Background: an optimization exercise with open tools, aiming at small area. Do not read the settings as production practice.
The RTL was checked by simulation tests, not by an equivalence proof against the original design.
Power and IR drop assume default switching activity.

build 41:
==> flow/design.v (excerpt) <==
module top(
	input clk,
	input rst,
	output stop,
	input rx,
	output [7:0]segment_h,
	output [7:0]segment_l,
	output pul1,
	output pul2,
	output dir1,
	output dir2,
	output led1,
	output led2,
	output led3
);
wire [1:0] sel;
wire [6:0] q2, q3;
wire run, go;
uart_rx uart_rx(
	.clk(clk), .rst(rst), .rx(rx),
	.sel(sel), .q2(q2), .q3(q3), .run(run), .go(go),
	.s_h(segment_h), .s_l(segment_l),
	.led1(led1), .led2(led2), .led3(led3)
);
motion motion(
	.clk(clk), .rst(rst),
	.sel(sel), .q2(q2), .q3(q3), .run(run), .go(go),
	.pul1(pul1), .pul2(pul2), .dir1(dir1), .dir2(dir2), .stop(stop)
);
endmodule
Settings: LEC_CHECK=0, ABC_AREA=1, CAP_MARGIN=20, CORE_MARGIN=2, CORE_UTILIZATION=65, CTS_BUF_LIST=sky130_fd_sc_hd__clkbuf_4 sky130_fd_sc_hd__clkbuf_8, CTS_CLUSTER_DIAMETER=100, CTS_CLUSTER_SIZE=40, SLEW_MARGIN=20; clock period 16.0 ns.
run.sh (not shown) runs the stock make flow with config.mk's settings and CLKGATE_MAP_FILE= SYNTH_SCRIPT=/design/flow/synth_recipe.tcl, a recipe that flattens the netlist after the stock synthesis.
For build 32, these inputs were changed with respect to build 41:
Settings: CTS_CLUSTER_SIZE: 40 -> unset; CTS_CLUSTER_DIAMETER: 100 -> unset; ABC_AREA: 1 -> unset; CTS_BUF_LIST: sky130_fd_sc_hd__clkbuf_4 sky130_fd_sc_hd__clkbuf_8 -> unset; CORE_UTILIZATION: 65 -> 40.
- Build 32 ends up with a clock group share of total power that is 8.9 points higher than in build 41.
- According to the power report, total power for build 32 is higher than for build 41.
- Compound-gate portion of the synthesized area: build 32 > build 41
- Between build 32 and build 41, it is build 32 whose logic gate share of total power is lower, by 2.8 points.
- Build 32 reports a higher cell area than build 41 does.
- The final layout from build 32, which completed every stage, passed the timing, design-rule and antenna checks at the end of the flow.
- In the flow results for build 41 and build 32, the worst setup slack is smaller on build 41.

========
Setup of main:
Another version of the RTL of top (not shown whole).
For scale: roughly 1,100 cells after synthesis, roughly 27 I/O pins, about 7900 um2 of cells after synthesis.
export LEC_CHECK = 0
export ABC_AREA = 1
export CAP_MARGIN = 0
export CORE_MARGIN = 2
export CORE_UTILIZATION = 72
export SLEW_MARGIN = 0
create_clock -name core_clock -period 16.0 [get_ports {clk}]
standard.sh (not shown) runs the stock make flow with config.mk's settings and CLKGATE_MAP_FILE= SYNTH_SCRIPT=/design/flow/synth_recipe.tcl, a recipe that flattens the netlist after the stock synthesis.
==> flow/flow/run.sh <==
#!/bin/bash
# The standard layout (standard.sh) with these changes:
#  - synthesis maps adders and comparators with Yosys's default ripple
#    structures: no Kogge-Stone carry lookahead (SYNTH_OPERATIONS_ARGS set)
#    and no separate half/full adder cells (ADDER_MAP_FILE empty)
#  - then the logic between the registers is mapped again with a stronger
#    ABC area script (flow/reopt.ys); the registers, their names and cell
#    types stay those of the standard synthesis
#  - clock tree: one buffer type and no dummy loads
#  - the smallest buffer on the ports
# Logs: synth.log and own.log (make), reopt.log (yosys), orfs/logs (each step).
set -euo pipefail
export CTS_ARGS="-sink_clustering_enable -repair_clock_nets -buf_list sky130_fd_sc_hd__clkbuf_4 -root_buf sky130_fd_sc_hd__clkbuf_8 -dont_use_dummy_load"
export BUFFER_PORTS_ARGS="-buffer_cell sky130_fd_sc_hd__buf_1"
sed 's|CLKGATE_MAP_FILE= |CLKGATE_MAP_FILE= ADDER_MAP_FILE= SYNTH_OPERATIONS_ARGS=-noshare |' standard.sh > own.sh
grep -q 'ADDER_MAP_FILE= SYNTH_OPERATIONS_ARGS=-noshare' own.sh
bash own.sh synth > synth.log 2>&1
R=orfs/results/sky130hd/top/base
YOSYS=${YOSYS_EXE:-$FLOW_HOME/../tools/install/yosys/bin/yosys}
cp "$FLOW_HOME/platforms/sky130hd/lib/sky130_fd_sc_hd__tt_025C_1v80.lib" lib.lib
python3 flow/genfunc.py lib.lib cells_func.v > genfunc.log 2>&1
cp $R/1_2_yosys.v reopt_in.v
"$YOSYS" -s flow/reopt.ys > reopt.log 2>&1
cp reopt_out.v $R/1_2_yosys.v
rm -f $R/1_synth.odb
bash own.sh > own.log 2>&1
rm -f lib.lib
Other scripts of this flow, unchanged in this note and not shown: flow/flow/genfunc.py, flow/flow/reopt.ys
What the feature branch does differently from main at the input level:
diff --git a/flow/config.mk b/flow/config.mk
--- a/flow/config.mk
+++ b/flow/config.mk
@@ -9 +9 @@
-export CAP_MARGIN = 0
+export CAP_MARGIN = 20
@@ -12 +12 @@
-export SLEW_MARGIN = 0
+export SLEW_MARGIN = 20
Findings:
The feature branch -> main: floorplan die width delta 0, exact match. Compared with main, in the feature branch share of cell area taken by flip-flops and latches comparable; total power comparable; area growth from synthesis to layout now larger; count of buffers not belonging to the clock network in the layout now larger; final wirelength comparable. Final period demand of the worst path (the feature branch over main): decrease, 0.49 ns. Status: clock latency on the worst-skew pair parity (main, the feature branch). Every stage of the flow completed for the feature branch, and the final layout passed the timing, design-rule and antenna checks. The fraction of area in multi-input gates was comparable across the feature branch and main. Slowest cell on the critical path = sky130_fd_sc_hd__nor4_2: main; slowest cell on the critical path = sky130_fd_sc_hd__nor4_4: the feature branch. Comparing the feature branch and main, total length of routed met2 wires is higher on the feature branch. Any difference in non-clock buffering overhead in the final layout between the feature branch and main is small enough to ignore.

========
## exp/lagoon
Starting RTL as in the previous note.
clock: 16.0 ns
lec_check: 0
abc_area: 1
cap_margin: 20
core_margin: 2
core_utilization: 65
slew_margin: 20
==> flow/flow/run.sh <==
#!/bin/bash
# The standard layout (standard.sh) with these changes:
#  - synthesis maps adders and comparators with Yosys's default ripple
#    structures: no Kogge-Stone carry lookahead (SYNTH_OPERATIONS_ARGS set)
#    and no separate half/full adder cells (ADDER_MAP_FILE empty)
#  - then the logic between the registers is mapped again with a stronger
#    ABC area script (flow/reopt.ys); the registers, their names and cell
#    types stay those of the standard synthesis
#  - clock tree: one buffer type and no dummy loads
#  - the smallest buffer on the ports
# Logs: synth.log and own.log (make), reopt.log (yosys), orfs/logs (each step).
set -euo pipefail
export CTS_ARGS="-sink_clustering_enable -repair_clock_nets -buf_list sky130_fd_sc_hd__clkbuf_8 -root_buf sky130_fd_sc_hd__clkbuf_8 -dont_use_dummy_load"
export BUFFER_PORTS_ARGS="-buffer_cell sky130_fd_sc_hd__buf_1"
sed 's|CLKGATE_MAP_FILE= |CLKGATE_MAP_FILE= ADDER_MAP_FILE= SYNTH_OPERATIONS_ARGS=-noshare |' standard.sh > own.sh
grep -q 'ADDER_MAP_FILE= SYNTH_OPERATIONS_ARGS=-noshare' own.sh
bash own.sh synth > synth.log 2>&1
R=orfs/results/sky130hd/top/base
YOSYS=${YOSYS_EXE:-$FLOW_HOME/../tools/install/yosys/bin/yosys}
cp "$FLOW_HOME/platforms/sky130hd/lib/sky130_fd_sc_hd__tt_025C_1v80.lib" lib.lib
python3 flow/genfunc.py lib.lib cells_func.v > genfunc.log 2>&1
cp $R/1_2_yosys.v reopt_in.v
"$YOSYS" -s flow/reopt.ys > reopt.log 2>&1
cp reopt_out.v $R/1_2_yosys.v
rm -f $R/1_synth.odb
bash own.sh > own.log 2>&1
rm -f lib.lib
Other scripts of this flow, unchanged in this note and not shown: flow/flow/genfunc.py, flow/flow/reopt.ys
exp/lagoon ended with every stage complete and zero timing, DRC or antenna violations.
Input-level comparison between exp/onyx and exp/lagoon:
# exp/lagoon
export LEC_CHECK = 0
export ABC_AREA = 1
export CAP_MARGIN = 20
export CORE_MARGIN = 2
export CORE_UTILIZATION = 65
export SLEW_MARGIN = 20
create_clock -name core_clock -period 16.0 [get_ports {clk}]
# exp/onyx
export LEC_CHECK = 0
export ABC_AREA = 1
export CAP_MARGIN = 20
export CORE_MARGIN = 2
export CORE_UTILIZATION = 75
export SLEW_MARGIN = 20
create_clock -name core_clock -period 16.0 [get_ports {clk}]
diff --git a/flow/flow/run.sh b/flow/flow/run.sh
--- a/flow/flow/run.sh
+++ b/flow/flow/run.sh
@@ -13 +13 @@
-export CTS_ARGS="-sink_clustering_enable -repair_clock_nets -buf_list sky130_fd_sc_hd__clkbuf_8 -root_buf sky130_fd_sc_hd__clkbuf_8 -dont_use_dummy_load"
+export CTS_ARGS="-sink_clustering_enable -repair_clock_nets -buf_list sky130_fd_sc_hd__clkbuf_4 -root_buf sky130_fd_sc_hd__clkbuf_8 -dont_use_dummy_load"
Any difference in sequential power between exp/lagoon and exp/onyx is small enough to ignore.
On power density relative to cell area: between exp/onyx and exp/lagoon, it ends up higher for exp/lagoon.
Both conditions hold for exp/onyx: the flow ran to the end and the final layout passed the timing, design-rule and antenna checks.
Against exp/lagoon, exp/onyx comes in 1.3% higher on overall via count from detail_route.
Summary of exp/onyx over exp/lagoon: clock network fraction of design power now sits lower; number of cells after detailed placement now sits lower; switching power total now sits lower; worst hold slack now sits higher; core utilization now sits higher.
Highest clock frequency the design can meet shrinks slightly when moving from exp/lagoon to exp/onyx.
--- input diff exp/onyx..exp/nickel ---
# exp/onyx
export LEC_CHECK = 0
export ABC_AREA = 1
export CAP_MARGIN = 20
export CORE_MARGIN = 2
export CORE_UTILIZATION = 75
export SLEW_MARGIN = 20
create_clock -name core_clock -period 16.0 [get_ports {clk}]
# exp/nickel
export LEC_CHECK = 0
export ABC_AREA = 1
export CAP_MARGIN = 20
export CORE_MARGIN = 2
export CORE_UTILIZATION = 78
export SLEW_MARGIN = 20
create_clock -name core_clock -period 16.0 [get_ports {clk}]
Results
Measured against each other, exp/nickel and exp/onyx differ in count of buffers not belonging to the clock network in the layout, the lower figure coming from exp/nickel.
The lower met1 layer wirelength in the final routing came out of exp/nickel.
exp/nickel vs exp/onyx — first-iteration DRC count dropped by more than 10%
On standby leakage power, exp/nickel tracks exp/onyx almost exactly.
Sum of met3 wire segment lengths after detailed routing in exp/nickel vs exp/onyx: up about 13%
Going from exp/onyx to exp/nickel, setup slack now sits higher; part of the total power dissipated in the clock network now sits higher.

[separate check: timing with driven ports]
The results above use ideal ports. As a check the final layouts listed here were re-extracted and re-timed, cells and wires unchanged. Step 1, drivers: a clkbuf_16 drives clk and a buf_2 each remaining input, both assumed. Step 2 adds t to the input delays and takes it off the output delays; t is the mean of the earliest and latest rising clock arrival at the registers after step 1. Input paths then give back, and output paths get back, about the clock's delay inside the block. Slacks: ideal / step 1 / step 2; pairs: ideal / step 1.
run	t, ns	setup WS [ns]	worst slew at a driven data input, ns	cell pins on the clock port's net
build 41	0.485	9.858 / 9.815 / 9.748	0.03	1
build 32	0.467	10.110 / 10.063 / 9.818	0.03	1
main	0.448	6.017 / 6.017 / 6.017	0.03	1
the feature branch	0.448	6.510 / 6.510 / 6.510	0.03	1
exp/lagoon	0.457	6.844 / 6.844 / 6.844	0.03	1
exp/onyx	0.431	6.761 / 6.761 / 6.761	0.03	1
exp/nickel	0.446	6.845 / 6.845 / 6.845	0.03	1
After both steps every run listed still meets setup and hold. The setup slack of build 32, which loses most, moves by -0.047 ns with the drivers and by -0.292 ns with both steps.
